Optimization exercise on an open flow, not production practice. RTL: at most simulated, not proved equivalent. Function not checked: run 2. Power: default activity.

===== design/flow/constraint.sdc =====
create_clock -name core_clock -period 10.0 [get_ports {clk}]
set_input_delay 2.0000 -clock core_clock [delete_from_list [all_inputs] [get_ports {clk}]]
set_output_delay 2.0000 -clock core_clock [all_outputs]
set_load 0.01 [all_outputs]

===== design/flow/design.v =====
`timescale 1ns / 1ps
module controller (
    input  wire        clk,
    input  wire        rst_n,
    input  wire [6:0]  addr,
    input  wire        ce_n,
    input  wire        we_n,
    input  wire [15:0] bank_active_status,
    output wire [6:0]  cap_addr,      
    output wire        seek,          
    output wire        show,          
    output wire        wload,         
    output wire [15:0] request_wakeup,
    output wire [15:0] access_done
);
    localparam IDLE = 4'd0, WAIT = 4'd1, PRE1 = 4'd2, PRE2 = 4'd3, DEC = 4'd4,
               ACC1 = 4'd5, ACC2 = 4'd6, ACC3 = 4'd7, FIN = 4'd8;
    reg [3:0] st;
    reg [6:0] ca;
    reg       cwe_n;
    wire [15:0] bdec = 16'd1 << ca[6:3];
    always @(posedge clk or negedge rst_n) begin
        if (!rst_n)
            st <= IDLE;
        else case (st)
            IDLE:    st <= ce_n ? IDLE : WAIT;
            WAIT:    st <= bank_active_status[ca[6:3]] ? PRE1 : WAIT;
            FIN:     st <= IDLE;
            default: st <= (st > FIN) ? IDLE : st + 4'd1;
        endcase
    end
    always @(posedge clk) begin
        if (st == IDLE && !ce_n) begin
            ca    <= addr;
            cwe_n <= we_n;
        end
    end
    assign cap_addr       = ca;
    assign seek           = (st >= WAIT) && (st <= DEC);
    assign show           = (st >= ACC1) && (st <= ACC3) && cwe_n;
    assign wload          = (st == ACC3) && !cwe_n;
    assign request_wakeup = (st == WAIT) ? bdec : 16'd0;
    assign access_done    = (st == FIN)  ? bdec : 16'd0;
endmodule
`timescale 1ns / 1ps
module power_management_unit (
    input  wire        clk,
    input  wire        rst_n,
    input  wire [15:0] request_wakeup,
    input  wire [15:0] access_done,
    output wire [15:0] bank_active_status
);
    localparam [9:0] TERM = 10'h3ff;
    localparam [9:0] K_WAKE = 10'h12f;   
    localparam [9:0] K_IDLE = 10'h0ca;   
    localparam [9:0] K_DEEP = 10'h3f7;   
    genvar i;
    generate
        for (i = 0; i < 16; i = i + 1) begin : bank_fsm
            reg       act, sb, mode;
            reg [9:0] cnt;
            wire req  = request_wakeup[i];
            wire done = access_done[i];
            wire term = (cnt == TERM);
            wire ld_wake = !act && !sb && req;
            wire ld_deep = act && !req && mode && term;
            wire ld_idle = act && !req && !(mode && term) && done;
            always @(posedge clk or negedge rst_n) begin
                if (!rst_n) begin
                    act  <= 1'b0;
                    sb   <= 1'b0;
                    mode <= 1'b0;
                end else if (act) begin
                    if (req)
                        mode <= 1'b0;
                    else if (mode && term) begin
                        act <= 1'b0;
                        sb  <= 1'b1;
                    end else if (done)
                        mode <= 1'b1;
                end else if (sb) begin
                    if (term) begin
                        sb   <= 1'b0;
                        act  <= !mode;
                        mode <= 1'b0;
                    end
                end else if (req) begin
                    sb   <= 1'b1;
                    mode <= 1'b0;
                end
            end
            always @(posedge clk) begin
                if (ld_wake)
                    cnt <= K_WAKE;
                else if (ld_deep)
                    cnt <= K_DEEP;
                else if (ld_idle)
                    cnt <= K_IDLE;
                else
                    cnt <= {cnt[8:0], cnt[9] ^ cnt[6]};
            end
            assign bank_active_status[i] = act;
        end
    endgenerate
endmodule
`timescale 1ns / 1ps
module memory_bank_2 (
    input  wire        clk,
    input  wire        rst_n,
    input  wire [6:0]  raddr,
    input  wire        seek,
    input  wire        show,
    input  wire [6:0]  waddr,
    input  wire [31:0] din,
    input  wire        wload,
    output wire [31:0] dout
);
    reg  [6:0]  phase;
    reg  [31:0] wbuf;
    reg  [6:0]  wa;
    reg         pend;
    reg  [31:0] rreg;
    reg         rval;
    wire [31:0] d [0:127];
    wire        v [0:127];
    always @(posedge clk)
        phase <= phase + 7'd1;
    wire [6:0] wpos  = wa + phase;
    wire       wfire = pend && (wpos[2:0] == 3'd7);
    always @(posedge clk) begin
        if (wload) begin
            wbuf <= din;
            wa   <= waddr;
        end
    end
    always @(posedge clk or negedge rst_n) begin
        if (!rst_n)
            pend <= 1'b0;
        else
            pend <= wload | (pend & !wfire);
    end
    genvar p;
    generate
        for (p = 0; p < 128; p = p + 1) begin : slot
            reg [31:0] q;
            reg        qv;
            if (p % 8 == 0) begin : wtap
                wire wen = wfire && (wpos[6:3] == ((p / 8 + 15) % 16));
                always @(posedge clk)
                    q <= wen ? wbuf : d[(p + 127) % 128];
                always @(posedge clk or negedge rst_n)
                    if (!rst_n) qv <= 1'b0;
                    else        qv <= wen | v[(p + 127) % 128];
            end else begin : plain
                always @(posedge clk)
                    q <= d[p - 1];
                always @(posedge clk or negedge rst_n)
                    if (!rst_n) qv <= 1'b0;
                    else        qv <= v[p - 1];
            end
            assign d[p] = q;
            assign v[p] = qv;
        end
    endgenerate
    wire [6:0] rpos = raddr + phase;
    wire       fwd  = pend && (wa == raddr);
    wire       rhit = (rpos[1:0] == 2'd0);
    reg [31:0] tap_d;
    reg        tap_v;
    integer k;
    always @* begin
        tap_d = 32'd0;
        tap_v = 1'b0;
        for (k = 0; k < 32; k = k + 1) begin
            tap_d = tap_d | (d[4 * k] & {32{rpos[6:2] == k}});
            tap_v = tap_v | (v[4 * k] & (rpos[6:2] == k));
        end
    end
    always @(posedge clk) begin
        if (seek && (fwd || rhit)) begin
            rreg <= fwd ? wbuf : tap_d;
            rval <= fwd | tap_v;
        end
    end
    assign dout = rreg & {32{show & rval}};
endmodule
`timescale 1ns / 1ps
module sram_top #(
    parameter ROW_BITS = 1,
    parameter COL_BITS = 2,
    parameter ADDR_W   = 4 + ROW_BITS + COL_BITS
) (
    input  logic        clk,
    input  logic        rst_n,
    input  logic [ADDR_W-1:0] addr,
    input  logic [31:0] din,
    input  logic        ce_n,
    input  logic        we_n,
    output logic [31:0] dout
);
    wire [6:0]  cap_addr;
    wire        seek, show, wload;
    wire [15:0] request_wakeup;
    wire [15:0] access_done;
    wire [15:0] bank_active_status;
    controller u_controller (
        .clk(clk),
        .rst_n(rst_n),
        .addr(addr),
        .ce_n(ce_n),
        .we_n(we_n),
        .bank_active_status(bank_active_status),
        .cap_addr(cap_addr),
        .seek(seek),
        .show(show),
        .wload(wload),
        .request_wakeup(request_wakeup),
        .access_done(access_done)
    );
    power_management_unit u_pmu (
        .clk(clk),
        .rst_n(rst_n),
        .request_wakeup(request_wakeup),
        .access_done(access_done),
        .bank_active_status(bank_active_status)
    );
    memory_bank_2 u_mem (
        .clk(clk),
        .rst_n(rst_n),
        .raddr(cap_addr),
        .seek(seek),
        .show(show),
        .waddr(cap_addr),
        .din(din),
        .wload(wload),
        .dout(dout)
    );
endmodule

===== design/flow/config.mk =====
export PLATFORM = sky130hd
export DESIGN_NAME = sram_top
export DESIGN_NICKNAME = sram_top
export VERILOG_FILES = /design/flow/design.v
export SDC_FILE = /design/flow/constraint.sdc
export NUM_CORES = 4
export LEC_CHECK = 0
export CAP_MARGIN = 20
export CORE_MARGIN = 2
export CORE_UTILIZATION = 45
export PLACE_DENSITY = 0.6
export SETUP_SLACK_MARGIN = 0.3
export SLEW_MARGIN = 20

===== design/flow/run.sh =====
#!/bin/bash
# synth_recipe.tcl (not shown) runs the flow's synth.tcl, then flattens the netlist and writes it again
# the make line also repeats each setting of config.mk as NAME=value (left out here)
make -C /OpenROAD-flow-scripts/flow DESIGN_CONFIG=/design/flow/config.mk WORK_HOME=/design/flow/orfs CLKGATE_MAP_FILE= SYNTH_SCRIPT=/design/flow/synth_recipe.tcl finish

==> impl_summary.txt, run 1 <==
----------------------------------------------------
[Setup path]
  CP most frequent cell ... buf_4
  Cells on worst reg2reg path ... 14
  CP Cell Sequence ... ha_1 -> inv_1 -> fa_1 -> and2b_4 -> o22ai_4 -> xnor2_4 -> buf_4 -> nand3_2 -> nor3_4 -> buf_4 -> a221oi_1 -> nand3_1 -> a2111oi_0 -> a21oi_1
  Critical path class ... flip-flop to flip-flop
  Critical Path Start ... u_mem.phase[0]$_DFF_P_
  Worst setup SP type ... flip-flop
  Startpoint of the lowest-slack register-to-register path ... u_mem.phase[0]$_DFF_P_
  Endpoint of the most critical register-to-register path ... u_mem.rreg[0]$_DFFE_PP_
  R2R setup slack ... 4.22 ns
  Max FO, Critical Path ... 33
  Delay of the slowest critical-path stage ... 0.99 ns
  Worst endpoint data arrival time ... 6.59 ns
  Kind of end point of the critical path ... flip-flop
  Slowest stage cell, crit path ... nor3_4
  Data required, critical path ... 10.81 ns

[Route]
  Violation count after the first detailed-routing iteration ... 5,410
  Routed via count divided by cell count ... 5.135
  WL final ... 297,000 um
  Router iterations before antenna repair ... 7
  Post-detailed-route count of antenna-violating nets ... 0
  Average wire length per cell after detail routing ... 26.82 um
  Via count of the routed design ... 56,870
  Detailed-route DRC error count ... 0

[Synthesis]
  Dominant cell type by area after synthesis ... dfxtp_1
  Area share of the largest cell type after synthesis ... 76.77%
  Post-synthesis instance area ... 0.1112 sq mm
  Top post-synthesis cells by area ... dfxtp_1 (77%), mux2_2 (5.3%), dfrtp_1 (4.1%), edfxtp_1 (2.2%), a22oi_1 (1.6%)
  Syn_nets ... 7,206
  Most common flop cell mapped by yosys ... dfxtp_1
  Synthesized netlist cell count ... 7,144
  Post-synthesis sequential area ratio ... 83.01%
  Mean cell area of the mapped netlist ... 15.56 sq um
  Seq cells post-synth ... 4,524
  Synth warnings ... 3
  Number of flops mapped to enable cells by yosys ... 80
  Ys async rst share ... 4.001%
  Number of distinct library cell variants in the gate-level netlist after synthesis ... 91

[Clock tree]
  Clock input transition at the sequential cells of the worst setup and hold paths ... 0.06 ns
  CTS buffer count ... 420
  CTS tree ... done
  Postcts setup bufs ... 0
  Post_cts resized ... 0
  H-tree Lvls ... 5
  Skew-Pair Late Insertion Delay ... 1.00 ns
  Number of buffers inserted for hold repair after clock tree synthesis ... 0
  Root buf cell ... clkbuf_16
  Sinks on Clock Net ... 4,524
  Clock Path Buffers ... 4

[Layout]
  Area Growth Syn to Fin ... 17.00%
  Filler Cells Inserted ... 19,690
  Proportion of layout cells with a drive suffix above 1 ... 17.96%
  Post-route cell area ... 0.1301 sq mm
  Final standard cell count with taps included and fillers excluded ... 11,080
  Final-stage net count ... 7,573

[Hold path]
  Path type of the worst min-delay path ... flip-flop to flip-flop
  Sink of the worst hold path ... u_mem.slot[38].q[31]$_DFF_P_
  Hold path startpoint ... u_mem.slot[37].q[31]$_DFF_P_
  Number of cells traversed by the worst hold path ... 0

[STA]
  Fin. max-slew vios ... 0
  Worst setup slack after layout ... 4.217 ns
  Worst Tran Pin Value ... 1.270 ns
  Final cycle utilization of the critical path ... 57.83%
  Minimum clock period after layout ... 5.783 ns
  Remaining max-slew budget at the tightest pin ... 15.32%
  Achievable frequency ... 172.9 MHz
  Post-route clock skew ... 0.07340 ns
  Setup Total Neg Slack ... 0 ns
  Setup repair after global routing missed its margin ... false
  Number of hold-slack violations in the final timing report ... 0
  Total of endpoints with negative setup slack in the final report ... 0

[Placed design]
  Global placer's final weighted congestion ... 0.8646
  Dpl cell area ... 0.1161 sq mm
  Post-placement worst setup slack ... 4.330 ns
  DPL Wire Length ... 178,800 um
  Number of instances in the placed design ... 10,310
  Total of buffers placed on input and output ports ... 74

[Global routing]
  Maximum number of pins on one net before global-route repair ... 121
  GR Overflow Total ... 0
  Tot GR Track Use ... 23.26%
  Initial antenna violation count ... 31
  Wire length of the first global-routing pass ... 412,900 um
  Number of global-route vias before repair ... 55,920

[Floorplan]
  Die Y ... 501.0 um
  Core Area ... 0.2457 sq mm
  Site Rows ... 182
  Ports ... 75
  Effective utilization at floorplan ... 45.24%
  Full die area ... 0.2510 sq mm
  Width of the die ... 501.0 um

[Power]
  Leak pwr ... 0.05246 uW
  Total Power Consumption ... 33,970 uW
  Total power density per cell area ... 261.2 mW/mm^2
  IR drop worst, VDD ... 0.1848 mV

[Status]
  Status ... timing/DRC/antenna clean

[Job]
  Max-Cap Viols ... 0

----------------------------------------------------
[where the power goes]
part / internal, uW / total [uW] / switching [uW]
logic: 15.7 / 34.4 / 18.6
registers: 18100 / 18100 / 0
clock network: 9250 / 15900 / 6610
[logic make-up (layout without fill, tap and decap cells)]
group	count (synthesis)	in the layout	synth area share (%)
and+or+nand+nor	885	885	4.089
adders and majority gates	19	19	0.2274
buffers and inverters	282	979	1.115
muxes	543	543	5.539
other	0	14	0
AOI/OAI and AO/OA	850	850	5.659
DFF	4524	4524	83.01
xor gates and xnor gates	41	41	0.3636
[worst max-delay path by stage]
stage,endpoint,slack (ns),depth (start not counted)
after global routing,u_mem.rreg[0]$_DFFE_PP_,4.16,14
final,u_mem.rreg[0]$_DFFE_PP_,4.22,14
after CTS,dout[22],4.23,6
after global placement,u_mem.rreg[0]$_DFFE_PP_,4.48,14
after detailed placement,u_mem.rreg[0]$_DFFE_PP_,4.33,14
after floorplan,u_mem.rreg[0]$_DFFE_PP_,5.60,7
[metrics by stage]
step	util, %	hold slack [ns]
floorplan	-	0.3096
global placement	47.24	0.3095
detailed placement	47.24	0.3121
CTS	52.90	0.2731
global route	52.92	0.2780
finish	52.93	0.2656
[state kept, by name, indices dropped and copies added (netlist names)]
signal and count:
u_pmu.bank_fsm.sb 16, u_pmu.bank_fsm.mode 16, u_pmu.bank_fsm.act 16, u_pmu.bank_fsm.cnt 160, u_mem.wbuf 32, u_controller.st 4, u_mem.pend 1, u_mem.slot.q 4096
u_mem.slot.qv 128, u_controller.cwe_n 1, u_mem.rval 1, u_mem.wa 7, u_mem.rreg 32, u_mem.phase 7, u_controller.ca 7
[per-layer routing]
metal / GRT usage [%] / part of all wire (%) / up-vias
li1: - / - / 25250
met1: 33.03 / 45 / 28680
met2: 35.21 / 44 / 2340
met3: 4.857 / 7.5 / 591
met4: 8.140 / 3.2 / 8
met5: 0 / 0.017 / -
[placed cells by master, fill, tap and decap left out, types with 13 or more instances in the layout]
master           netlist  layout
a32oi_1               25      25
a22o_1                60      60
nand4_1              107     107
dfrtp_1              181     181
a221o_1               19      19
bufinv_16              0      29
nand2_1              297     289
or3_1                 17      17
nand2b_1              19      19
xor2_1                15      15
a222oi_1              31      31
clkbuf_8               0      83
nand3_1               70      70
edfxtp_1              80      80
and3_1                55      55
ha_1                  17      17
o21a_1                16      16
nor3_1                52      43
inv_1                 48      48
nor2_4                 0      18
nor2_1               123     103
clkdlybuf4s50_1        0      73
buf_4                 12     103
clkinv_2               0      81
a221oi_1              51      51
nor2b_1               19      19
dfxtp_1             4263    4263
o211ai_1              15      15
a22oi_1              234     234
mux2_2               526     526
diode_2                0      14
a31oi_1               23      23
clkbuf_1             111      87
o22a_1                13      13
a21o_1                35      35
and2_1                54      50
a21oi_1              121     120
xnor2_1               23      23
o21ai_0              107     107
clkbuf_16              0     430
[area by class of cell]
cell class                      instances  area, sq um  share of cell area, %
Sequential cell                      4524        92270                  70.95
Inverter                               48        180.2                 0.1385
Antenna cell                           14        35.03                0.02694
Timing Repair Buffer                  179         1565                  1.204
Clock buffer                          599        12220                  9.392
Tap cell                             3220         4029                  3.098
Multi-Input combinational cell       2338        18060                  13.89
Clock inverter                        153         1697                  1.305
[critical path, delay by kind of cell (launching register included)]
kind / cells / cell delay, ns
flops: 1 / 0.44
fa+ha+maj: 2 / 0.93
buf+inv: 3 / 1.32
xor+xnor: 1 / 0.15
compound gates: 4 / 0.59
simple gates: 4 / 2.16
[Yosys cell counts (35+ instances only)]
cell type / number
dfxtp_1: 4263
mux2_2: 526
nand2_1: 297
a22oi_1: 234
dfrtp_1: 181
nor2_1: 123
a21oi_1: 121
clkbuf_1: 111
nand4_1: 107
o21ai_0: 107
edfxtp_1: 80
buf_2: 73
nand3_1: 70
a22o_1: 60
and3_1: 55
and2_1: 54
nor3_1: 52
a221oi_1: 51
inv_1: 48
a21o_1: 35
==> run 2, diff against run 1 <==
--- a/design/flow/design.v
+++ b/design/flow/design.v
@@ -50,47 +50,50 @@
     input  wire [15:0] access_done,
     output wire [15:0] bank_active_status
 );
-    localparam [9:0] TERM = 10'h3ff;
-    localparam [9:0] K_WAKE = 10'h12f;   
-    localparam [9:0] K_IDLE = 10'h0ca;   
-    localparam [9:0] K_DEEP = 10'h3f7;   
+    localparam [9:0] TERM   = 10'h13f;
+    localparam [9:0] K_WAKE = 10'h136;   
+    localparam [9:0] K_IDLE = 10'h334;   
+    localparam [9:0] K_DEEP = 10'h335;   
+    reg         wk;
+    wire [15:0] ld_wake;
+    always @(posedge clk or negedge rst_n) begin
+        if (!rst_n)
+            wk <= 1'b0;
+        else
+            wk <= (|ld_wake) | (wk & (|request_wakeup));
+    end
     genvar i;
     generate
         for (i = 0; i < 16; i = i + 1) begin : bank_fsm
-            reg       act, sb, mode;
+            reg       act, m;
             reg [9:0] cnt;
             wire req  = request_wakeup[i];
             wire done = access_done[i];
             wire term = (cnt == TERM);
-            wire ld_wake = !act && !sb && req;
-            wire ld_deep = act && !req && mode && term;
-            wire ld_idle = act && !req && !(mode && term) && done;
+            assign ld_wake[i] = !act && !m && req;
+            wire ld_deep = act && !req && m && term;
+            wire ld_idle = act && !req && !(m && term) && done;
             always @(posedge clk or negedge rst_n) begin
                 if (!rst_n) begin
-                    act  <= 1'b0;
-                    sb   <= 1'b0;
-                    mode <= 1'b0;
+                    act <= 1'b0;
+                    m   <= 1'b0;
                 end else if (act) begin
                     if (req)
-                        mode <= 1'b0;
-                    else if (mode && term) begin
+                        m <= 1'b0;
+                    else if (m && term)
                         act <= 1'b0;
-                        sb  <= 1'b1;
-                    end else if (done)
-                        mode <= 1'b1;
-                end else if (sb) begin
+                    else if (done)
+                        m <= 1'b1;
+                end else if (m) begin
                     if (term) begin
-                        sb   <= 1'b0;
-                        act  <= !mode;
-                        mode <= 1'b0;
+                        act <= req && wk;
+                        m   <= 1'b0;
                     end
-                end else if (req) begin
-                    sb   <= 1'b1;
-                    mode <= 1'b0;
-                end
+                end else if (req)
+                    m <= 1'b1;
             end
             always @(posedge clk) begin
-                if (ld_wake)
+                if (ld_wake[i])
                     cnt <= K_WAKE;
                 else if (ld_deep)
                     cnt <= K_DEEP;
@@ -120,18 +123,24 @@
     reg  [6:0]  wa;
     reg         pend;
     reg  [31:0] rreg;
-    reg         rval;
+    reg  [3:0]  clrcnt;
     wire [31:0] d [0:127];
-    wire        v [0:127];
     always @(posedge clk)
         phase <= phase + 7'd1;
-    wire [6:0] wpos  = wa + phase;
-    wire       wfire = pend && (wpos[2:0] == 3'd7);
+    wire clr = !(&clrcnt);
+    always @(posedge clk or negedge rst_n) begin
+        if (!rst_n)
+            clrcnt <= 4'd0;
+        else if (clr)
+            clrcnt <= clrcnt + 4'd1;
+    end
+    wire [6:0]  wpos  = wa + phase;
+    wire        wfire = pend && (wpos[2:0] == 3'd7);
     always @(posedge clk) begin
-        if (wload) begin
-            wbuf <= din;
+        if (wload || clr)
+            wbuf <= din & {32{!clr}};
+        if (wload)
             wa   <= waddr;
-        end
     end
     always @(posedge clk or negedge rst_n) begin
         if (!rst_n)
@@ -143,46 +152,32 @@
     generate
         for (p = 0; p < 128; p = p + 1) begin : slot
             reg [31:0] q;
-            reg        qv;
             if (p % 8 == 0) begin : wtap
-                wire wen = wfire && (wpos[6:3] == ((p / 8 + 15) % 16));
+                wire wen = clr || (wfire && (wpos[6:3] == ((p / 8 + 15) % 16)));
                 always @(posedge clk)
                     q <= wen ? wbuf : d[(p + 127) % 128];
-                always @(posedge clk or negedge rst_n)
-                    if (!rst_n) qv <= 1'b0;
-                    else        qv <= wen | v[(p + 127) % 128];
             end else begin : plain
                 always @(posedge clk)
                     q <= d[p - 1];
-                always @(posedge clk or negedge rst_n)
-                    if (!rst_n) qv <= 1'b0;
-                    else        qv <= v[p - 1];
             end
             assign d[p] = q;
-            assign v[p] = qv;
         end
     endgenerate
     wire [6:0] rpos = raddr + phase;
     wire       fwd  = pend && (wa == raddr);
     wire       rhit = (rpos[1:0] == 2'd0);
     reg [31:0] tap_d;
-    reg        tap_v;
     integer k;
     always @* begin
         tap_d = 32'd0;
-        tap_v = 1'b0;
-        for (k = 0; k < 32; k = k + 1) begin
+        for (k = 0; k < 32; k = k + 1)
             tap_d = tap_d | (d[4 * k] & {32{rpos[6:2] == k}});
-            tap_v = tap_v | (v[4 * k] & (rpos[6:2] == k));
-        end
     end
     always @(posedge clk) begin
-        if (seek && (fwd || rhit)) begin
+        if (seek && (fwd || rhit))
             rreg <= fwd ? wbuf : tap_d;
-            rval <= fwd | tap_v;
-        end
-    end
-    assign dout = rreg & {32{show & rval}};
+    end
+    assign dout = rreg & {32{show}};
 endmodule
 `timescale 1ns / 1ps
 module sram_top #(
--- a/design/flow/config.mk
+++ b/design/flow/config.mk
@@ -8,6 +8,7 @@
 export CAP_MARGIN = 20
 export CORE_MARGIN = 2
 export CORE_UTILIZATION = 45
+export CTS_BUF_LIST = sky130_fd_sc_hd__clkbuf_4 sky130_fd_sc_hd__clkbuf_8
 export PLACE_DENSITY = 0.6
 export SETUP_SLACK_MARGIN = 0.3
 export SLEW_MARGIN = 20
==> run 2 against run 1 <==
Critical path type is now flip-flop to output port. First-iteration DRC count is 12% higher. Still clean. Utilization hardly changed. Die area is 2.6% lower.
==> impl_summary.txt, run 2 <==
----------------------------------------------------
[Power]
  Switching fraction of total power ... 20.16%
  Leak pwr ... 0.05119 uW
  IR drop worst, VDD ... 0.1317 mV
  Power Internal ... 25,700 uW
  Fraction of power consumed by the clock network ... 45.5%
  Net switching power ... 6491 uW
  Combinational cell fraction of total power ... 0.1%
  Portion of total power attributed to sequential cells ... 54.4%
  Total power density per cell area ... 253.6 mW/mm^2

[Setup path]
  Data required, critical path ... 8.00 ns
  CP Cell Sequence ... inv_1 -> ha_1 -> nand2b_1 -> and3_2 -> buf_4 -> and2_1 -> clkdlybuf4s50_1
  Buffering stage count on the worst path with inverters included ... 3
  Critical path class ... flip-flop to output port
  Kind of cell adding the most delay to the critical path ... buffers and inverters
  Max FO, Critical Path ... 28
  Delay of the slowest critical-path stage ... 0.59 ns
  Slowest stage cell, crit path ... buf_4
  Worst endpoint data arrival time ... 3.74 ns
  Kind of end point of the critical path ... output port
  Worst setup SP type ... flip-flop

[STA]
  Worst setup slack after layout ... 4.258 ns
  Worst Tran Pin Value ... 1.336 ns
  Achievable frequency ... 174.2 MHz
  Number of hold-slack violations in the final timing report ... 0
  Worst hold margin ... 0.2623 ns
  Setup Total Neg Slack ... 0 ns
  Minimum clock period after layout ... 5.742 ns
  Post-route clock skew ... 0.08435 ns
  Setup repair after global routing missed its margin ... false
  Final cycle utilization of the critical path ... 57.42%
  Total of endpoints with negative setup slack in the final report ... 0
  Fin. max-slew vios ... 0
  Remaining max-slew budget at the tightest pin ... 10.63%

[Route]
  Via count of the routed design ... 57,830
  WL final ... 305,400 um
  Post-detailed-route count of antenna-violating nets ... 0
  Average wire length per cell after detail routing ... 27.05 um
  Routed via count divided by cell count ... 5.123
  Router iterations before antenna repair ... 9
  Detailed-route DRC error count ... 0
  Violation count after the first detailed-routing iteration ... 6,055

[Synthesis]
  Top post-synthesis cells by area ... dfxtp_1 (79%), mux2_2 (5.5%), edfxtp_1 (2.2%), a22oi_1 (1.0%), dfrtp_1 (0.97%)
  Ys async rst share ... 0.9580%
  Area share of the largest cell type after synthesis ... 78.87%
  Top cells by instance count after synthesis ... dfxtp_1 (4,263), mux2_2 (526), nand2_1 (255), clkbuf_1 (195), a22oi_1 (147)
  Number of flops mapped to enable cells by yosys ... 79
  Seq cells post-synth ... 4,384
  Most repeated cell in the gate-level netlist after synthesis ... dfxtp_1
  Most common flop cell mapped by yosys ... dfxtp_1
  Synthesized netlist cell count ... 7,044
  Number of distinct library cell variants in the gate-level netlist after synthesis ... 86
  Dominant cell type by area after synthesis ... dfxtp_1
  Post-synthesis instance area ... 0.1082 sq mm
  Mean cell area of the mapped netlist ... 15.36 sq um
  Syn_nets ... 7,107
  Synth warnings ... 3
  Post-synthesis sequential area ratio ... 82.03%

[Layout]
  Combined area of the multi-input logic cells ... 0.01889 sq mm
  Filler Cells Inserted ... 19,460
  Area used by sequential logic in the layout ... 0.08877 sq mm
  Flip-flop count of the largest register, all copies and words added ... 4,096
  Area Growth Syn to Fin ... 17.33%
  Proportion of layout cells with a drive suffix above 1 ... 23.99%
  Top library cells by usage in the layout, fill and taps aside ... dfxtp_1 (4,263), clkbuf_8 (782), mux2_2 (526)
  Register with the most flip-flops ... u_mem.slot.q
  Most frequent standard cell in the layout excluding fill and tap cells ... dfxtp_1
  Final-stage net count ... 7,690
  Registers with the most flip-flops ... u_mem.slot.q (4096), u_pmu.bank_fsm.cnt (160)

[Clock tree]
  Postcts setup bufs ... 0
  Root buf cell ... clkbuf_8
  Skew-Pair Late Insertion Delay ... 1.12 ns
  Post_cts resized ... 0
  Sinks on Clock Net ... 4,384
  CTS tree ... done
  Clock Path Buffers ... 4
  Clock input transition at the sequential cells of the worst setup and hold paths ... 0.06 ns
  H-tree Lvls ... 6
  Number of buffers inserted for hold repair after clock tree synthesis ... 0
  CTS buffer count ... 641

[Floorplan]
  Width of the die ... 494.4 um
  Site Rows ... 180
  Ports ... 75
  Die Y ... 494.4 um
  Core Area ... 0.2399 sq mm
  Full die area ... 0.2444 sq mm
  Effective utilization at floorplan ... 45.11%

[Global routing]
  Wire length of the first global-routing pass ... 422,500 um
  Number of global-route vias before repair ... 57,500
  GR Overflow Total ... 0
  Initial antenna violation count ... 31
  Tot GR Track Use ... 24.45%
  Maximum number of pins on one net before global-route repair ... 80

[Placed design]
  Post-placement worst setup slack ... 4.547 ns
  Total of buffers placed on input and output ports ... 74
  DPL Wire Length ... 187,600 um
  Global placer's final weighted congestion ... 0.8796

[Status]
  Status ... timing/DRC/antenna clean

[Job]
  Max-Cap Viols ... 0

[Hold path]
  Path type of the worst min-delay path ... flip-flop to flip-flop

----------------------------------------------------
==> run 2: cell types whose count changed after synthesis, sizes merged, moves of 23 or more <==
cell,before,now
dfrtp,181,42
nand4,107,81
a221oi,52,87
o21ai,109,55
or2,12,49
nor2,125,102
nand2,297,256
and2,57,89
a22oi,234,147
clkbuf,111,195
a21o,35,12
buf,123,74
mux2i,11,57
==> run 2: logic make-up after synthesis <==
family	Yosys count	synth area share, %
xor+xnor	45	0.3920
flops	4384	82.03
simple gates	899	4.288
compound gates	805	5.734
mux	591	6.168
fa+ha+maj	20	0.2451
buf+inv	300	1.139
==> run 2: worst paths after layout <==
check,startpoint,end,slack [ns],cells past startpoint
worst max-delay path,u_controller.st[1]$_DFF_PN0_,dout[28],4.26,7
worst min-delay path,u_mem.slot[38].q[12]$_DFF_P_,u_mem.slot[39].q[12]$_DFF_P_,0.26,0
worst max register to register,u_controller.ca[3]$_DFFE_PP_,u_mem.rreg[10]$_DFFE_PP_,4.32,11
worst min register to register,u_mem.slot[38].q[12]$_DFF_P_,u_mem.slot[39].q[12]$_DFF_P_,0.26,0
max in group asynchronous,rst_n,u_mem.pend$_DFF_PN0_,8.59,1
min in group asynchronous,rst_n,u_pmu.bank_fsm[3].act$_DFF_PN0_,0.96,1
==> run 2: power groups by stage <==
stage	registers, uW	clock network, uW	logic [uW]
3_5_place_dp	17900	0	28.6
3_3_place_gp	17900	0	28.6
2_1_floorplan	17900	0	4.18
5_1_grt	17500	15700	30.9
6_report	17500	14700	28.2
4_1_cts	17500	14900	29.0
==> run 2: final cells by class <==
cell class | instances | area share (%)
clock inverter | 98 | 0.6997
tap | 3185 | 3.139
timing repair buffer | 209 | 1.433
sequential | 4384 | 69.92
multi-input combinational | 2360 | 14.88
inverter | 31 | 0.09165
antenna | 13 | 0.02562
clock buffer | 1008 | 9.814
==> run 2: metrics by stage <==
step                      area (sq um)  cells  utilization, %  total power (uW)
after global placement          113500  10170           47.33             17930
final                           127000  11290           52.93             32190
after detailed placement        113600  10170           47.35             17930
after global routing            126900  11280           52.92             33210
after CTS                       126900  11270           52.92             32390
after floorplan                 108200   7044               -             17900
==> run 2: layer usage <==
metal	vias up	global-route usage, %	wire length, um
li1	25550	-	-
met1	28900	33.60	134800
met2	2660	36.61	132800
met3	698	6.283	24980
met4	12	10.30	12640
met5	-	0	93
==> run 2: worst reg2reg max path: stages (launching register included) <==
cell and delay (ns):
edfxtp_1 0.64, ha_1 0.84, nand2_1 0.16, o311ai_0 0.95
or2_2 0.26, buf_4 0.47, nand3_1 0.25, nor2_1 1.04
buf_4 0.43, a22oi_1 0.11, and4_1 0.20, a41oi_1 0.17
==> run 3, diff against run 2 <==
--- a/design/flow/design.v
+++ b/design/flow/design.v
@@ -7,6 +7,7 @@
     input  wire        we_n,
     input  wire [15:0] bank_active_status,
     output wire [6:0]  cap_addr,      
+    output wire [6:0]  req_addr,      
     output wire        seek,          
     output wire        show,          
     output wire        wload,         
@@ -36,7 +37,8 @@
         end
     end
     assign cap_addr       = ca;
-    assign seek           = (st >= WAIT) && (st <= DEC);
+    assign req_addr       = (st == IDLE) ? addr : ca;
+    assign seek           = ((st == IDLE) && !ce_n) || ((st >= WAIT) && (st <= DEC));
     assign show           = (st >= ACC1) && (st <= ACC3) && cwe_n;
     assign wload          = (st == ACC3) && !cwe_n;
     assign request_wakeup = (st == WAIT) ? bdec : 16'd0;
@@ -165,13 +167,16 @@
     endgenerate
     wire [6:0] rpos = raddr + phase;
     wire       fwd  = pend && (wa == raddr);
-    wire       rhit = (rpos[1:0] == 2'd0);
     reg [31:0] tap_d;
+    reg        rhit;
     integer k;
     always @* begin
         tap_d = 32'd0;
-        for (k = 0; k < 32; k = k + 1)
-            tap_d = tap_d | (d[4 * k] & {32{rpos[6:2] == k}});
+        rhit  = 1'b0;
+        for (k = 0; k < 26; k = k + 1) begin
+            tap_d = tap_d | (d[5 * k] & {32{rpos == 5 * k}});
+            rhit  = rhit | (rpos == 5 * k);
+        end
     end
     always @(posedge clk) begin
         if (seek && (fwd || rhit))
@@ -193,7 +198,7 @@
     input  logic        we_n,
     output logic [31:0] dout
 );
-    wire [6:0]  cap_addr;
+    wire [6:0]  cap_addr, req_addr;
     wire        seek, show, wload;
     wire [15:0] request_wakeup;
     wire [15:0] access_done;
@@ -206,6 +211,7 @@
         .we_n(we_n),
         .bank_active_status(bank_active_status),
         .cap_addr(cap_addr),
+        .req_addr(req_addr),
         .seek(seek),
         .show(show),
         .wload(wload),
@@ -222,7 +228,7 @@
     memory_bank_2 u_mem (
         .clk(clk),
         .rst_n(rst_n),
-        .raddr(cap_addr),
+        .raddr(req_addr),
         .seek(seek),
         .show(show),
         .waddr(cap_addr),
==> design/flow/flow/run.sh (new file) <==
#!/bin/bash
# Layout flow: the standard flow, with the combinational logic mapped by an
# area-oriented ABC script (flow/area.abc) instead of ORFS's speed script.
# Registers, their names and cell types are those of the standard synthesis.
set -euo pipefail
cd "$(dirname "$0")/.."
W=$PWD
sed 's|log_cmd abc {\*}\$abc_args|log_cmd abc {*}[lreplace $abc_args 1 1 '"$W"'/flow/area.abc]|' \
    "$FLOW_HOME/scripts/synth.tcl" > "$W/flow_synth.tcl"
grep -q "flow/area.abc" "$W/flow_synth.tcl"
sed "s|source \$::env(SCRIPTS_DIR)/synth.tcl|source $W/flow_synth.tcl|" \
    "$W/synth_recipe.tcl" > "$W/flow_synth_recipe.tcl"
grep -q "flow_synth.tcl" "$W/flow_synth_recipe.tcl"
bash "$W/standard.sh" SYNTH_SCRIPT="$W/flow_synth_recipe.tcl" finish > "$W/flow_standard.log" 2>&1
==> design/flow/flow/area.abc (new file) <==
strash
dc2
dch -f
amap -m
topo
==> design/flow/standard.sh (new file) <==
#!/bin/bash
# synth_recipe.tcl (not shown) runs the flow's synth.tcl, then flattens the netlist and writes it again
# the make line also repeats each setting of config.mk as NAME=value (left out here)
make -C /OpenROAD-flow-scripts/flow DESIGN_CONFIG=/design/flow/config.mk WORK_HOME=/design/flow/orfs CLKGATE_MAP_FILE= SYNTH_SCRIPT=/design/flow/synth_recipe.tcl "${@:-finish}"
--- a/design/flow/config.mk
+++ b/design/flow/config.mk
@@ -8,7 +8,6 @@
 export CAP_MARGIN = 20
 export CORE_MARGIN = 2
 export CORE_UTILIZATION = 45
-export CTS_BUF_LIST = sky130_fd_sc_hd__clkbuf_4 sky130_fd_sc_hd__clkbuf_8
 export PLACE_DENSITY = 0.6
 export SETUP_SLACK_MARGIN = 0.3
 export SLEW_MARGIN = 20
removed: design/flow/run.sh
==> run 3 against run 2 <==
Synthesized cell count down 2.1%. Worst setup slack worse by 1.6 ns. Via count down 8.8%. Sequential power up 7%. Die area down 5.1%. Non-clock buffer count down 67. Cell count down 4.6%. Count of clock-buffer cells in the layout down 408.
==> impl_summary.txt, run 3 <==
----------------------------------------------------
[Status]
  Status ... timing/DRC/antenna clean

[Layout]
  Final-stage net count ... 7,508
  Registers with the most flip-flops ... u_mem.slot.q (4096), u_pmu.bank_fsm.cnt (160)
  Register with the most flip-flops ... u_mem.slot.q
  Most frequent standard cell in the layout excluding fill and tap cells ... dfxtp_1
  Proportion of layout cells with a drive suffix above 1 ... 9.711%
  Area Growth Syn to Fin ... 18.52%
  Final standard cell count with taps included and fillers excluded ... 10,770
  Flip-flop count of the largest register, all copies and words added ... 4,096
  Post-route cell area ... 0.1216 sq mm
  Top library cells by usage in the layout, fill and taps aside ... dfxtp_1 (4,263), nor2_1 (595), a21oi_1 (462)

[Setup path]
  Data required, critical path ... 10.54 ns
  Worst endpoint data arrival time ... 7.89 ns
  Kind of cell adding the most delay to the critical path ... simple AND/OR/NAND/NOR gates
  Slowest stage cell, crit path ... o21ai_0
  Critical path class ... flip-flop to flip-flop
  Max FO, Critical Path ... 32
  Buffering stage count on the worst path with inverters included ... 8
  Delay of the slowest critical-path stage ... 0.77 ns
  Kind of end point of the critical path ... flip-flop
  Worst setup SP type ... flip-flop

[STA]
  Setup repair after global routing missed its margin ... false
  Worst hold margin ... 0.2594 ns
  Fin. max-slew vios ... 0
  Setup Total Neg Slack ... 0 ns
  Achievable frequency ... 136.0 MHz
  Number of hold-slack violations in the final timing report ... 0
  Remaining max-slew budget at the tightest pin ... 30.06%
  Minimum clock period after layout ... 7.351 ns
  Total of endpoints with negative setup slack in the final report ... 0
  Final cycle utilization of the critical path ... 73.51%
  Post-route clock skew ... 0.07337 ns
  Worst Tran Pin Value ... 1.049 ns

[Power]
  Net switching power ... 7712 uW
  IR drop worst, VDD ... 0.1984 mV
  Total power density per cell area ... 292.3 mW/mm^2
  Combinational cell fraction of total power ... 4.3%
  Total Power Consumption ... 35,550 uW
  Leak pwr ... 0.04749 uW
  Switching fraction of total power ... 21.70%
  Power Internal ... 27,830 uW
  Portion of total power attributed to sequential cells ... 52.5%
  Fraction of power consumed by the clock network ... 43.2%

[Clock tree]
  CTS buffer count ... 404
  Number of buffers inserted for hold repair after clock tree synthesis ... 0
  H-tree Lvls ... 5
  Clock Path Buffers ... 4
  Post_cts resized ... 0
  Root buf cell ... clkbuf_16
  Postcts setup bufs ... 0
  Skew-Pair Late Insertion Delay ... 0.98 ns
  Sinks on Clock Net ... 4,384
  Clock input transition at the sequential cells of the worst setup and hold paths ... 0.06 ns
  CTS tree ... done

[Synthesis]
  Area share of the largest cell type after synthesis ... 83.19%
  Top cells by instance count after synthesis ... dfxtp_1 (4,263), nor2_1 (616), a21oi_1 (462), nand2_1 (181), clkinv_1 (170)
  Number of distinct library cell variants in the gate-level netlist after synthesis ... 52
  Syn_nets ... 6,960
  Mean cell area of the mapped netlist ... 14.88 sq um
  Seq cells post-synth ... 4,384
  Ys async rst share ... 0.9580%
  Dominant cell type by area after synthesis ... dfxtp_1
  Most common flop cell mapped by yosys ... dfxtp_1
  Synthesized netlist cell count ... 6,895
  Most repeated cell in the gate-level netlist after synthesis ... dfxtp_1
  Post-synthesis instance area ... 0.1026 sq mm
  Post-synthesis sequential area ratio ... 86.52%
  Top post-synthesis cells by area ... dfxtp_1 (83%), edfxtp_1 (2.3%), a21oi_1 (2.3%), nor2_1 (2.3%), dfrtp_1 (1.0%)
  Number of flops mapped to enable cells by yosys ... 79
  Synth warnings ... 3

[Placed design]
  Total of buffers placed on input and output ports ... 74
  DPL Wire Length ... 135,200 um
  Dpl cell area ... 0.1080 sq mm
  Number of instances in the placed design ... 10,050
  Global placer's final weighted congestion ... 0.8432

[Floorplan]
  Width of the die ... 481.5 um
  Core Area ... 0.2271 sq mm
  Effective utilization at floorplan ... 45.18%
  Site Rows ... 175
  Full die area ... 0.2318 sq mm
  Die Y ... 481.5 um
  Ports ... 75

[Route]
  Detailed-route DRC error count ... 0
  Length of routed met3 wiring ... 16,320 um
  Violation count after the first detailed-routing iteration ... 5,072
  WL final ... 234,700 um
  Router iterations before antenna repair ... 8
  Routed via count divided by cell count ... 4.898
  Met2 WL ... 98,160 um
  Average wire length per cell after detail routing ... 21.79 um
  Via count of the routed design ... 52,760
  Met1 WL ... 112,800 um
  Top routing layer used ... met5
  Post-detailed-route count of antenna-violating nets ... 0

[Global routing]
  GR Overflow Total ... 0
  Number of global-route vias before repair ... 51,750
  Tot GR Track Use ... 19.92%
  Maximum number of pins on one net before global-route repair ... 55
  Wire length of the first global-routing pass ... 339,500 um
  Initial antenna violation count ... 11

[Job]
  Max-Cap Viols ... 0

[Hold path]
  Path type of the worst min-delay path ... flip-flop to flip-flop

----------------------------------------------------
-- run 3: changes by cell type in the layout (fill, tap and decap cells not counted), moves of 88 or more --
cell,delta
and2_1,-88
clkbuf_4,-226
a21oi_1,+338
nor2_1,+516
nor2b_1,+102
clkbuf_8,-681
or2_0,+95
clkbuf_16,+416
mux2_2,-526
a22oi_1,-102
clkinv_1,+164
-- run 3: power groups by stage --
stage | Clock (uW) | Combinational, uW | Sequential [uW]
2_1_floorplan | 0 | 813 | 18900
3_3_place_gp | 0 | 1420 | 19000
3_5_place_dp | 0 | 1490 | 19000
4_1_cts | 15600 | 1490 | 18700
5_1_grt | 16300 | 1620 | 18700
6_report | 15400 | 1510 | 18700
-- run 3: layout make-up --
cell class	instances	area, sq um
multi-input cells	2341	13570
well taps	3009	3765
diodes	7	17.52
clock inverters	117	1439
repair buffers	142	1269
flip-flops and latches	4384	88770
inverters	170	646.9
clock buffers	600	12110
fillers	18240	105500
-- run 3: cells by family after synthesis --
family | count (synthesis) | synth area share [%]
AND/OR/NAND/NOR | 1224 | 5.511
flip-flops | 4384 | 86.52
adder cells (fa/ha/maj) | 22 | 0.2829
buffers and inverters | 170 | 0.6220
AO/OA/AOI/OAI | 1095 | 7.060
-- run 3: worst paths after layout --
kind	from	to	slack (ns)	cells past startpoint
min in group asynchronous	rst_n	u_pmu.bank_fsm[9].m$_DFFE_PN0P_	1.09	1
max in group asynchronous	rst_n	u_pmu.bank_fsm[5].m$_DFFE_PN0P_	8.42	1
min reg2reg	u_mem.slot[67].q[23]$_DFF_P_	u_mem.slot[68].q[23]$_DFF_P_	0.26	0
max reg2reg	u_controller.st[0]$_DFF_PN0_	u_mem.rreg[18]$_DFFE_PP_	2.65	26
max	u_controller.st[0]$_DFF_PN0_	u_mem.rreg[18]$_DFFE_PP_	2.65	26
min	u_mem.slot[67].q[23]$_DFF_P_	u_mem.slot[68].q[23]$_DFF_P_	0.26	0
-- run 3: stage by stage --
stage                     setup slack, ns  utilization (%)
final                               2.649            53.55
after global routing                2.369            53.54
after CTS                           2.875            53.53
after detailed placement            2.150            47.56
after global placement              2.264            47.56
after floorplan                     1.380                -
-- run 3: routing by layer --
layer / up-vias / track usage, %
met2: 1894 / 28.81
li1: 24490 / -
met3: 568 / 4.113
met1: 25800 / 29.53
met5: - / 0
met4: 2 / 6.956
==> run 4, diff against run 3 <==
--- a/design/flow/flow/run.sh
+++ b/design/flow/flow/run.sh
@@ -2,6 +2,8 @@
 # Layout flow: the standard flow, with the combinational logic mapped by an
 # area-oriented ABC script (flow/area.abc) instead of ORFS's speed script.
 # Registers, their names and cell types are those of the standard synthesis.
+# Clock tree synthesis runs with the arguments in flow/cts_args.txt (no dummy
+# load cells).
 set -euo pipefail
 cd "$(dirname "$0")/.."
 W=$PWD
@@ -11,4 +13,4 @@
 sed "s|source \$::env(SCRIPTS_DIR)/synth.tcl|source $W/flow_synth.tcl|" \
     "$W/synth_recipe.tcl" > "$W/flow_synth_recipe.tcl"
 grep -q "flow_synth.tcl" "$W/flow_synth_recipe.tcl"
-bash "$W/standard.sh" SYNTH_SCRIPT="$W/flow_synth_recipe.tcl" finish > "$W/flow_standard.log" 2>&1
+bash "$W/standard.sh" SYNTH_SCRIPT="$W/flow_synth_recipe.tcl" CTS_ARGS="$(cat "$W/flow/cts_args.txt")" finish > "$W/flow_standard.log" 2>&1
==> design/flow/flow/cts_args.txt (new file) <==
-sink_clustering_enable -repair_clock_nets -dont_use_dummy_load
==> run 4 against run 3 <==
Die area did not move. Register-to-register slack barely moved. Clock skew rose by 0.032 ns. Count of clock-buffer cells in the layout fell by 196. Sequential share of layout area rose by 2.1 points. Cell area fell by 2.8%. First-iteration DRC count fell by 5.6%. Cell count fell by 2.9%. Flip-flop and latch count did not move.
==> impl_summary.txt, run 4 <==
----------------------------------------------------
[Setup path]
  Buffering stage count on the worst path with inverters included ... 8
  Critical Path Start ... u_controller.st[0]$_DFF_PN0_
  Kind of end point of the critical path ... flip-flop
  Cells on worst reg2reg path ... 25
  Worst endpoint data arrival time ... 7.89 ns
  Endpoint of the most critical register-to-register path ... u_mem.rreg[18]$_DFFE_PP_
  Worst path depth ... 25
  Slowest stage cell, crit path ... nor4b_1
  Kind of cell adding the most delay to the critical path ... simple AND/OR/NAND/NOR gates
  Max FO, Critical Path ... 32
  Delay of the slowest critical-path stage ... 0.72 ns
  CP most frequent cell ... clkinv_1
  Startpoint of the lowest-slack register-to-register path ... u_controller.st[0]$_DFF_PN0_
  Critical path class ... flip-flop to flip-flop
  Data required, critical path ... 10.53 ns
  Worst setup SP type ... flip-flop
  Worst setup endpoint ... u_mem.rreg[18]$_DFFE_PP_
  R2R setup slack ... 2.64 ns

[Layout]
  Registers with the most flip-flops ... u_mem.slot.q (4096), u_pmu.bank_fsm.cnt (160)
  Post-route cell area ... 0.1181 sq mm
  Final-stage net count ... 7,508
  Most frequent standard cell in the layout excluding fill and tap cells ... dfxtp_1
  Filler Cells Inserted ... 18,570
  Final standard cell count with taps included and fillers excluded ... 10,460
  Register with the most flip-flops ... u_mem.slot.q
  Core occupancy in the finished layout ... 52.03%
  Proportion of layout cells with a drive suffix above 1 ... 7.029%
  Area used by sequential logic in the layout ... 0.08877 sq mm
  Top library cells by usage in the layout, fill and taps aside ... dfxtp_1 (4,263), nor2_1 (595), a21oi_1 (462)
  Area Growth Syn to Fin ... 15.16%
  Combined area of the multi-input logic cells ... 0.01357 sq mm
  Flip-flop count of the largest register, all copies and words added ... 4,096

[Clock tree]
  Postcts setup bufs ... 0
  Sinks on Clock Net ... 4,384
  CTS tree ... done
  H-tree Lvls ... 5
  CTS buffer count ... 404
  Clock Path Buffers ... 4
  Number of buffers inserted for hold repair after clock tree synthesis ... 0
  Clock input transition at the sequential cells of the worst setup and hold paths ... 0.06 ns
  Root buf cell ... clkbuf_16
  Skew-Pair Late Insertion Delay ... 0.99 ns
  Post_cts resized ... 0

[Hold path]
  Number of cells traversed by the worst hold path ... 0
  Path type of the worst min-delay path ... flip-flop to flip-flop

[Route]
  Routed via count divided by cell count ... 4.987
  Average wire length per cell after detail routing ... 22.26 um
  Post-detailed-route count of antenna-violating nets ... 0
  Detailed-route DRC error count ... 0
  Via count of the routed design ... 52,130
  WL final ... 232,700 um
  Violation count after the first detailed-routing iteration ... 4,788
  Router iterations before antenna repair ... 8

[STA]
  Post-route clock skew ... 0.1050 ns
  Final cycle utilization of the critical path ... 73.63%
  Achievable frequency ... 135.8 MHz
  Setup repair after global routing missed its margin ... false
  Minimum clock period after layout ... 7.363 ns
  Worst Tran Pin Value ... 1.092 ns
  Fin. max-slew vios ... 0
  Setup Total Neg Slack ... 0 ns
  Total of endpoints with negative setup slack in the final report ... 0
  Remaining max-slew budget at the tightest pin ... 27.23%
  Number of hold-slack violations in the final timing report ... 0

[Synthesis]
  Seq cells post-synth ... 4,384
  Number of distinct library cell variants in the gate-level netlist after synthesis ... 52
  Area share of the largest cell type after synthesis ... 83.19%
  Top cells by instance count after synthesis ... dfxtp_1 (4,263), nor2_1 (616), a21oi_1 (462), nand2_1 (181), clkinv_1 (170)
  Synthesized netlist cell count ... 6,895
  Dominant cell type by area after synthesis ... dfxtp_1
  Mean cell area of the mapped netlist ... 14.88 sq um
  Post-synthesis sequential area ratio ... 86.52%
  Synth warnings ... 3
  Number of flops mapped to enable cells by yosys ... 79
  Most repeated cell in the gate-level netlist after synthesis ... dfxtp_1
  Most common flop cell mapped by yosys ... dfxtp_1
  Post-synthesis instance area ... 0.1026 sq mm
  Ys async rst share ... 0.9580%
  Top post-synthesis cells by area ... dfxtp_1 (83%), edfxtp_1 (2.3%), a21oi_1 (2.3%), nor2_1 (2.3%), dfrtp_1 (1.0%)
  Syn_nets ... 6,960

[Placed design]
  Number of instances in the placed design ... 10,050
  Dpl cell area ... 0.1080 sq mm
  DPL Wire Length ... 135,200 um
  Global placer's final weighted congestion ... 0.8432
  Total of buffers placed on input and output ports ... 74

[Global routing]
  Tot GR Track Use ... 19.79%
  GR Overflow Total ... 0
  Initial antenna violation count ... 9
  Wire length of the first global-routing pass ... 336,500 um
  Maximum number of pins on one net before global-route repair ... 55
  Number of global-route vias before repair ... 51,420

[Power]
  Switching fraction of total power ... 21.60%
  Leak pwr ... 0.04578 uW
  Fraction of power consumed by the clock network ... 38.7%
  Total power density per cell area ... 278.6 mW/mm^2
  IR drop worst, VDD ... 0.1951 mV
  Net switching power ... 7109 uW
  Power Internal ... 25,810 uW
  Total Power Consumption ... 32,920 uW
  Portion of total power attributed to sequential cells ... 56.7%
  Combinational cell fraction of total power ... 4.6%

[Floorplan]
  Site Rows ... 175
  Ports ... 75
  Core Area ... 0.2271 sq mm
  Full die area ... 0.2318 sq mm
  Width of the die ... 481.5 um
  Die Y ... 481.5 um
  Effective utilization at floorplan ... 45.18%

[Status]
  Status ... timing/DRC/antenna clean

[Job]
  Max-Cap Viols ... 0

----------------------------------------------------
run 4: layout make-up:
cell class | count | area share (%)
clock buffers | 404 | 8.557
repair buffers | 142 | 1.074
diodes | 5 | 0.01059
inverters | 170 | 0.5475
well taps | 3009 | 3.187
flip-flops and latches | 4384 | 75.13
multi-input cells | 2341 | 11.49
run 4: metal layers:
metal	GRT usage [%]	part of all wire (%)	up-vias
met2	28.78	42	1817
met4	6.791	2.9	0
met5	0	0	-
met1	29.20	48	25610
met3	4.129	7.1	529
li1	-	-	24180
run 4: cell families after synthesis:
group / count (synthesis) / share of synthesized area, %
DFF: 4384 / 86.52
and+or+nand+nor: 1224 / 5.511
AOI/OAI and AO/OA: 1095 / 7.060
adders and majority gates: 22 / 0.2829
buffers and inverters: 170 / 0.6220
run 4: power by group through the flow:
stage,registers (uW),logic (uW),clock network (uW)
after floorplan,18900,813,0
after global placement,19000,1420,0
after detailed placement,19000,1490,0
after CTS,18700,1490,13000
after global routing,18700,1620,13600
final,18700,1510,12700
run 4: through the flow:
step	hold WS (ns)	worst slack, ns
floorplan	0.3096	1.380
global placement	0.3096	2.264
detailed placement	0.3121	2.150
CTS	0.2559	2.878
global route	0.2671	2.350
finish	0.2608	2.637
run 4: worst min-delay path by stage:
| stage | endpoint | from |
|---|---|---|
| global placement | u_mem.slot[43].q[20]$_DFF_P_ | u_mem.slot[42].q[20]$_DFF_P_ |
| global route | u_mem.slot[59].q[14]$_DFF_P_ | u_mem.slot[58].q[14]$_DFF_P_ |
| CTS | u_mem.slot[59].q[14]$_DFF_P_ | u_mem.slot[58].q[14]$_DFF_P_ |
| finish | u_mem.slot[68].q[23]$_DFF_P_ | u_mem.slot[67].q[23]$_DFF_P_ |
| detailed placement | u_mem.slot[10].q[18]$_DFF_P_ | u_mem.slot[9].q[18]$_DFF_P_ |
| floorplan | u_mem.slot[100].q[0]$_DFF_P_ | u_mem.slot[99].q[0]$_DFF_P_ |
==> run 5, diff against run 4 <==
==> design/flow/flow/cts_args.txt (replaced) <==
-sink_clustering_enable -repair_clock_nets -dont_use_dummy_load -sink_clustering_size 24 -sink_clustering_max_diameter 80
==> run 5 against run 4 <==
Utilization shrank 2.2 points. Maximum frequency shrank 0.41%. Clock skew shrank 0.029 ns. Count of clock-buffer cells in the layout shrank 201. Critical path depth grew 1. Register-to-register slack lost 0.03 ns. Clock power shrank 33%. Global-route usage shrank 0.49 points. Worst setup slack lost 0.030 ns. Cell area shrank 4.2%. Synthesized cell count is the same. Cell count shrank 1.9%. Largest cell class unchanged. Highest routed layer unchanged.
==> impl_summary.txt, run 5 <==
----------------------------------------------------
[Synthesis]
  Top cells by instance count after synthesis ... dfxtp_1 (4,263), nor2_1 (616), a21oi_1 (462), nand2_1 (181), clkinv_1 (170)
  Seq cells post-synth ... 4,384
  Most repeated cell in the gate-level netlist after synthesis ... dfxtp_1
  Multiplexer share of the synthesized area ... 0%
  Ys async rst share ... 0.9580%
  Number of distinct library cell variants in the gate-level netlist after synthesis ... 52
  Dominant cell type by area after synthesis ... dfxtp_1
  Area share of the largest cell type after synthesis ... 83.19%
  Post-synthesis sequential area ratio ... 86.52%
  Number of flops mapped to enable cells by yosys ... 79
  Post-synthesis instance area ... 0.1026 sq mm
  Simple-gate portion of the synthesized area ... 5.511%
  Xor/xnor cell area share of the yosys netlist ... 0%
  Mean cell area of the mapped netlist ... 14.88 sq um
  Synth warnings ... 3
  Top post-synthesis cells by area ... dfxtp_1 (83%), edfxtp_1 (2.3%), a21oi_1 (2.3%), nor2_1 (2.3%), dfrtp_1 (1.0%)
  Complex-gate fraction of the synthesized area ... 7.060%
  Main combinational cell family by area after synthesis ... compound AO/OA/AOI/OAI gates
  Adder and majority cell fraction of the synthesized area ... 0.2829%
  Syn_nets ... 6,960
  Synthesized netlist cell count ... 6,895
  Most common flop cell mapped by yosys ... dfxtp_1

[Layout]
  Registers with the most flip-flops ... u_mem.slot.q (4096), u_pmu.bank_fsm.cnt (160)
  Final-stage net count ... 7,307
  Register with the most flip-flops ... u_mem.slot.q
  Proportion of layout cells with a drive suffix above 1 ... 4.448%
  Most frequent standard cell in the layout excluding fill and tap cells ... dfxtp_1
  Flip-flop count of the largest register, all copies and words added ... 4,096
  Top library cells by usage in the layout, fill and taps aside ... dfxtp_1 (4,263), nor2_1 (595), a21oi_1 (462)
  Post-route cell area ... 0.1131 sq mm
  Area Growth Syn to Fin ... 10.27%

[Route]
  Post-detailed-route count of antenna-violating nets ... 0
  Routed via count divided by cell count ... 4.951
  Detailed-route DRC error count ... 0
  Average wire length per cell after detail routing ... 22.22 um
  Via count of the routed design ... 50,790
  Violation count after the first detailed-routing iteration ... 5,252
  Router iterations before antenna repair ... 9
  WL final ... 227,900 um

[Clock tree]
  CTS buffer count ... 203
  Skew-Pair Late Insertion Delay ... 0.87 ns
  Clock Path Buffers ... 3
  Post_cts resized ... 0
  H-tree Lvls ... 4
  CTS tree ... done
  Number of buffers inserted for hold repair after clock tree synthesis ... 0
  Postcts setup bufs ... 0
  Sinks on Clock Net ... 4,384
  Clock input transition at the sequential cells of the worst setup and hold paths ... 0.09 ns
  Root buf cell ... clkbuf_16

[Placed design]
  Dpl cell area ... 0.1080 sq mm
  Total of buffers placed on input and output ports ... 74
  Global placer's final weighted congestion ... 0.8432
  DPL Wire Length ... 135,200 um

[Floorplan]
  Effective utilization at floorplan ... 45.18%
  Die Y ... 481.5 um
  Site Rows ... 175
  Full die area ... 0.2318 sq mm
  Width of the die ... 481.5 um
  Core Area ... 0.2271 sq mm
  Ports ... 75

[Global routing]
  Number of global-route vias before repair ... 48,840
  Initial antenna violation count ... 8
  Tot GR Track Use ... 19.30%
  Wire length of the first global-routing pass ... 327,200 um
  GR Overflow Total ... 0
  Maximum number of pins on one net before global-route repair ... 55

[Power]
  Leak pwr ... 0.04331 uW
  IR drop worst, VDD ... 0.1911 mV
  Total power density per cell area ... 253.8 mW/mm^2
  Total Power Consumption ... 28,710 uW

[Setup path]
  Critical path class ... flip-flop to flip-flop
  Kind of end point of the critical path ... flip-flop
  R2R setup slack ... 2.61 ns
  Worst setup SP type ... flip-flop
  Data required, critical path ... 10.42 ns
  Cells on worst reg2reg path ... 26
  Max FO, Critical Path ... 32
  Startpoint of the lowest-slack register-to-register path ... u_controller.st[0]$_DFF_PN0_
  Endpoint of the most critical register-to-register path ... u_mem.rreg[15]$_DFFE_PP_
  Worst endpoint data arrival time ... 7.82 ns

[Hold path]
  Hold path startpoint ... u_mem.slot[38].q[23]$_DFF_P_
  Path type of the worst min-delay path ... flip-flop to flip-flop
  Sink of the worst hold path ... u_mem.slot[39].q[23]$_DFF_P_
  Number of cells traversed by the worst hold path ... 0

[STA]
  Setup repair after global routing missed its margin ... false
  Remaining max-slew budget at the tightest pin ... 28.40%
  Minimum clock period after layout ... 7.394 ns
  Setup Total Neg Slack ... 0 ns
  Number of hold-slack violations in the final timing report ... 0
  Worst Tran Pin Value ... 1.063 ns
  Final cycle utilization of the critical path ... 73.94%
  Total of endpoints with negative setup slack in the final report ... 0
  Achievable frequency ... 135.2 MHz
  Fin. max-slew vios ... 0
  Post-route clock skew ... 0.07579 ns
  Worst hold margin ... 0.2578 ns

[Status]
  Status ... timing/DRC/antenna clean

[Job]
  Max-Cap Viols ... 0

----------------------------------------------------
## run 5: critical path: stages (launching register included)
cell	delay [ns]
dfrtp_1	0.43
clkinv_1	0.10
ha_1	0.16
nor2b_1	0.19
clkinv_1	0.12
nor2_1	0.38
clkinv_1	0.36
o22ai_1	0.37
clkinv_1	0.18
ha_1	0.35
a21o_1	0.12
a31oi_1	0.05
nor2_1	0.13
nor2_1	0.06
nor2_1	0.09
nor2_1	0.06
o21ai_0	0.83
clkinv_1	0.33
nand3_1	0.29
nor3_2	0.07
buf_4	0.26
buf_4	0.37
nor4_1	0.31
nand3_1	0.12
nor4b_1	0.70
a31oi_4	0.02
buf_4	0.46
## run 5: layout make-up
class | count | area [sq um]
tap | 3009 | 3765
antenna | 10 | 25.02
multi-input combinational | 2341 | 13570
sequential | 4384 | 88770
inverter | 170 | 646.9
timing repair buffer | 142 | 1269
clock buffer | 203 | 5080
fill | 19090 | 113900
## run 5: cells by family (layout without fill, tap and decap cells)
group,Yosys count,count (layout)
fa+ha+maj,22,22
simple gates,1224,1224
flops,4384,4384
compound gates,1095,1095
other cells,0,10
buf+inv,170,515
## run 5: how the worst max path moves through the flow
stage	end	slack, ns	from	depth (start not counted)
after floorplan	u_mem.rreg[0]$_DFFE_PP_	1.38	addr[0]	16
after global placement	u_mem.rreg[15]$_DFFE_PP_	2.26	addr[0]	22
after detailed placement	u_mem.rreg[15]$_DFFE_PP_	2.15	addr[0]	22
after CTS	u_mem.rreg[15]$_DFFE_PP_	2.84	u_controller.st[0]$_DFF_PN0_	21
after global routing	u_mem.rreg[15]$_DFFE_PP_	2.33	u_controller.st[0]$_DFF_PN0_	25
final	u_mem.rreg[15]$_DFFE_PP_	2.61	u_controller.st[0]$_DFF_PN0_	26
## run 5: power breakdown
group | switching, uW | leakage, uW | total [uW] | internal [uW]
sequential | 373 | 0.0356 | 18600 | 18300
clock | 4940 | 0.00250 | 8550 | 3610
combinational | 1070 | 0.00515 | 1510 | 446
## run 5: per-layer routing
metal | up-vias | GRT usage [%] | routed length [um]
li1 | 23750 | - | -
met1 | 25000 | 29.25 | 111800
met2 | 1628 | 28.12 | 95660
met3 | 415 | 3.523 | 14610
met4 | 0 | 5.380 | 5841
met5 | - | 0 | 0
## run 5: metrics by stage
stage / instances / utilization [%] / setup WS (ns)
2_1_floorplan: 6895 / - / 1.380
3_3_place_gp: 10050 / 47.56 / 2.264
3_5_place_dp: 10050 / 47.56 / 2.150
4_1_cts: 10250 / 49.80 / 2.845
5_1_grt: 10250 / 49.81 / 2.327
6_report: 10260 / 49.82 / 2.606
==> run 6, diff against run 5 <==
--- a/design/flow/flow/run.sh
+++ b/design/flow/flow/run.sh
@@ -3,7 +3,7 @@
 # area-oriented ABC script (flow/area.abc) instead of ORFS's speed script.
 # Registers, their names and cell types are those of the standard synthesis.
 # Clock tree synthesis runs with the arguments in flow/cts_args.txt (no dummy
-# load cells).
+# load cells). Ports are buffered with sky130_fd_sc_hd__buf_1.
 set -euo pipefail
 cd "$(dirname "$0")/.."
 W=$PWD
@@ -13,4 +13,5 @@
 sed "s|source \$::env(SCRIPTS_DIR)/synth.tcl|source $W/flow_synth.tcl|" \
     "$W/synth_recipe.tcl" > "$W/flow_synth_recipe.tcl"
 grep -q "flow_synth.tcl" "$W/flow_synth_recipe.tcl"
-bash "$W/standard.sh" SYNTH_SCRIPT="$W/flow_synth_recipe.tcl" CTS_ARGS="$(cat "$W/flow/cts_args.txt")" finish > "$W/flow_standard.log" 2>&1
+bash "$W/standard.sh" SYNTH_SCRIPT="$W/flow_synth_recipe.tcl" CTS_ARGS="$(cat "$W/flow/cts_args.txt")" \
+    BUFFER_PORTS_ARGS="-buffer_cell sky130_fd_sc_hd__buf_1" finish > "$W/flow_standard.log" 2>&1
==> design/flow/flow/cts_args.txt (replaced) <==
-sink_clustering_enable -repair_clock_nets -dont_use_dummy_load -buf_list sky130_fd_sc_hd__clkbuf_4 -sink_clustering_size 10 -sink_clustering_max_diameter 40
--- a/design/flow/config.mk
+++ b/design/flow/config.mk
@@ -5,9 +5,9 @@
 export SDC_FILE = /design/flow/constraint.sdc
 export NUM_CORES = 4
 export LEC_CHECK = 0
-export CAP_MARGIN = 20
+export CAP_MARGIN = 0
 export CORE_MARGIN = 2
 export CORE_UTILIZATION = 45
 export PLACE_DENSITY = 0.6
 export SETUP_SLACK_MARGIN = 0.3
-export SLEW_MARGIN = 20
+export SLEW_MARGIN = 0
==> run 6 against run 5 <==
Power fell by 3.4%. Critical path depth decreased by 5. Combinational power decreased by 3%. Critical path type unchanged. Flip-flop and latch count unchanged. Die area unchanged. Register-to-register slack got worse by 0.17 ns. Cell count increased by 3.4%. Maximum frequency shrank 2.2%. Highest routed layer unchanged. First-iteration DRC count is 11% lower. Still clean on timing, DRC and antenna. Clock power decreased by 11%.
==> impl_summary.txt, run 6 <==
----------------------------------------------------
[Status]
  Status ... timing/DRC/antenna clean

[Setup path]
  Critical path class ... flip-flop to flip-flop
  Worst setup SP type ... flip-flop
  Slowest stage cell, crit path ... o21ai_0
  Startpoint of the lowest-slack register-to-register path ... u_controller.st[0]$_DFF_PN0_
  Critical Path Start ... u_controller.st[0]$_DFF_PN0_
  CP Cell Sequence ... clkinv_1 -> ha_1 -> nor2b_1 -> clkinv_1 -> nor2_1 -> clkinv_1 -> o22ai_1 -> clkinv_1 -> ha_1 -> nand2_1 -> o21ai_0 -> o21ai_0 -> nand4_1 -> nor2_4 -> buf_4 -> nor3_1 -> nand2_1 -> nor3_1 -> nor4b_1 -> a31oi_4 -> buf_4

[STA]
  Final cycle utilization of the critical path ... 75.60%
  Worst setup slack after layout ... 2.440 ns
  Worst Tran Pin Value ... 1.256 ns
  Post-route clock skew ... 0.1198 ns
  Total of endpoints with negative setup slack in the final report ... 0
  Setup Total Neg Slack ... 0 ns
  Achievable frequency ... 132.3 MHz
  Fin. max-slew vios ... 0
  Minimum clock period after layout ... 7.560 ns

[Layout]
  Final standard cell count with taps included and fillers excluded ... 10,600
  Register with the most flip-flops ... u_mem.slot.q
  Registers with the most flip-flops ... u_mem.slot.q (4096), u_pmu.bank_fsm.cnt (160)
  Most frequent standard cell in the layout excluding fill and tap cells ... dfxtp_1
  Core occupancy in the finished layout ... 49.17%

[Route]
  Routed via count divided by cell count ... 4.966
  Post-detailed-route count of antenna-violating nets ... 0
  Detailed-route DRC error count ... 0
  Violation count after the first detailed-routing iteration ... 4,693
  Via count of the routed design ... 52,650
  Router iterations before antenna repair ... 9

[Clock tree]
  Postcts setup bufs ... 0
  Root buf cell ... clkbuf_4
  Post_cts resized ... 0
  Skew-Pair Late Insertion Delay ... 1.36 ns
  CTS tree ... done
  Clock input transition at the sequential cells of the worst setup and hold paths ... 0.10 ns

[Global routing]
  Maximum number of pins on one net before global-route repair ... 51
  Number of global-route vias before repair ... 52,330
  Tot GR Track Use ... 19.91%
  GR Overflow Total ... 0

[Synthesis]
  Most common flop cell mapped by yosys ... dfxtp_1
  Synthesized netlist cell count ... 6,895

[Placed design]
  Number of instances in the placed design ... 10,050
  Post-placement worst setup slack ... 2.299 ns
  Global placer's final weighted congestion ... 0.8171

[Floorplan]
  Full die area ... 0.2318 sq mm
  Core Area ... 0.2271 sq mm
  Effective utilization at floorplan ... 45.18%

[Power]
  Combinational cell fraction of total power ... 5.3%
  Net switching power ... 6538 uW
  Power Internal ... 21,210 uW

[Job]
  Max-Cap Viols ... 0

----------------------------------------------------
run 6: layout make-up:
| class | count | area (sq um) |
|---|---|---|
| antenna | 14 | 35.03 |
| clock buffer | 544 | 4084 |
| fill | 19420 | 115400 |
| inverter | 170 | 646.9 |
| multi-input combinational | 2341 | 13570 |
| sequential | 4384 | 88770 |
| tap | 3009 | 3765 |
| timing repair buffer | 141 | 782.0 |
run 6: worst min-delay path by stage:
| stage | startpoint | end | slack (ns) | depth (start not counted) |
|---|---|---|---|---|
| 3_5_place_dp | u_mem.slot[99].q[11]$_DFF_P_ | u_mem.slot[100].q[11]$_DFF_P_ | 0.31 | 0 |
| 3_3_place_gp | u_mem.slot[44].q[5]$_DFF_P_ | u_mem.slot[45].q[5]$_DFF_P_ | 0.31 | 0 |
| 4_1_cts | u_mem.slot[58].q[0]$_DFF_P_ | u_mem.slot[59].q[0]$_DFF_P_ | 0.24 | 0 |
| 5_1_grt | u_mem.slot[73].q[0]$_DFF_P_ | u_mem.slot[74].q[0]$_DFF_P_ | 0.23 | 0 |
| 2_1_floorplan | u_mem.slot[99].q[0]$_DFF_P_ | u_mem.slot[100].q[0]$_DFF_P_ | 0.31 | 0 |
| 6_report | u_mem.slot[73].q[0]$_DFF_P_ | u_mem.slot[74].q[0]$_DFF_P_ | 0.24 | 0 |
run 6: power groups by stage:
stage | combinational, uW | clock [uW] | sequential, uW
4_1_cts | 1450 | 7910 | 18600
3_3_place_gp | 1390 | 0 | 19000
5_1_grt | 1580 | 8610 | 18700
2_1_floorplan | 813 | 0 | 18900
6_report | 1460 | 7640 | 18600
3_5_place_dp | 1440 | 0 | 19000
run 6: cells by family after synthesis:
logic type	Yosys count	synth area share, %
fa+ha+maj	22	0.2829
simple gates	1224	5.511
compound gates	1095	7.060
flops	4384	86.52
buf+inv	170	0.6220
run 6: per-layer routing:
layer / vias to the layer above / part of all wire (%) / global-route usage (%)
li1: 24610 / - / -
met3: 538 / 7.0 / 4.466
met2: 1886 / 42 / 29.06
met1: 25620 / 47 / 28.77
met5: - / 0 / 0
met4: 0 / 3.4 / 7.662
run 6: worst reg2reg max path, delay by kind of cell, from the launching register on:
kind | cells | cell delay [ns]
AND/OR/NAND/NOR | 9 | 2.33
buffers and inverters | 6 | 2.18
AO/OA/AOI/OAI | 4 | 1.74
adder cells (fa/ha/maj) | 2 | 0.47
flip-flops | 1 | 0.42
run 6: stage by stage:
step | cell area (sq um) | total power [uW]
floorplan | 102600 | 19700
CTS | 111600 | 28000
global route | 111600 | 28910
global placement | 107500 | 20410
finish | 111600 | 27750
detailed placement | 107500 | 20480
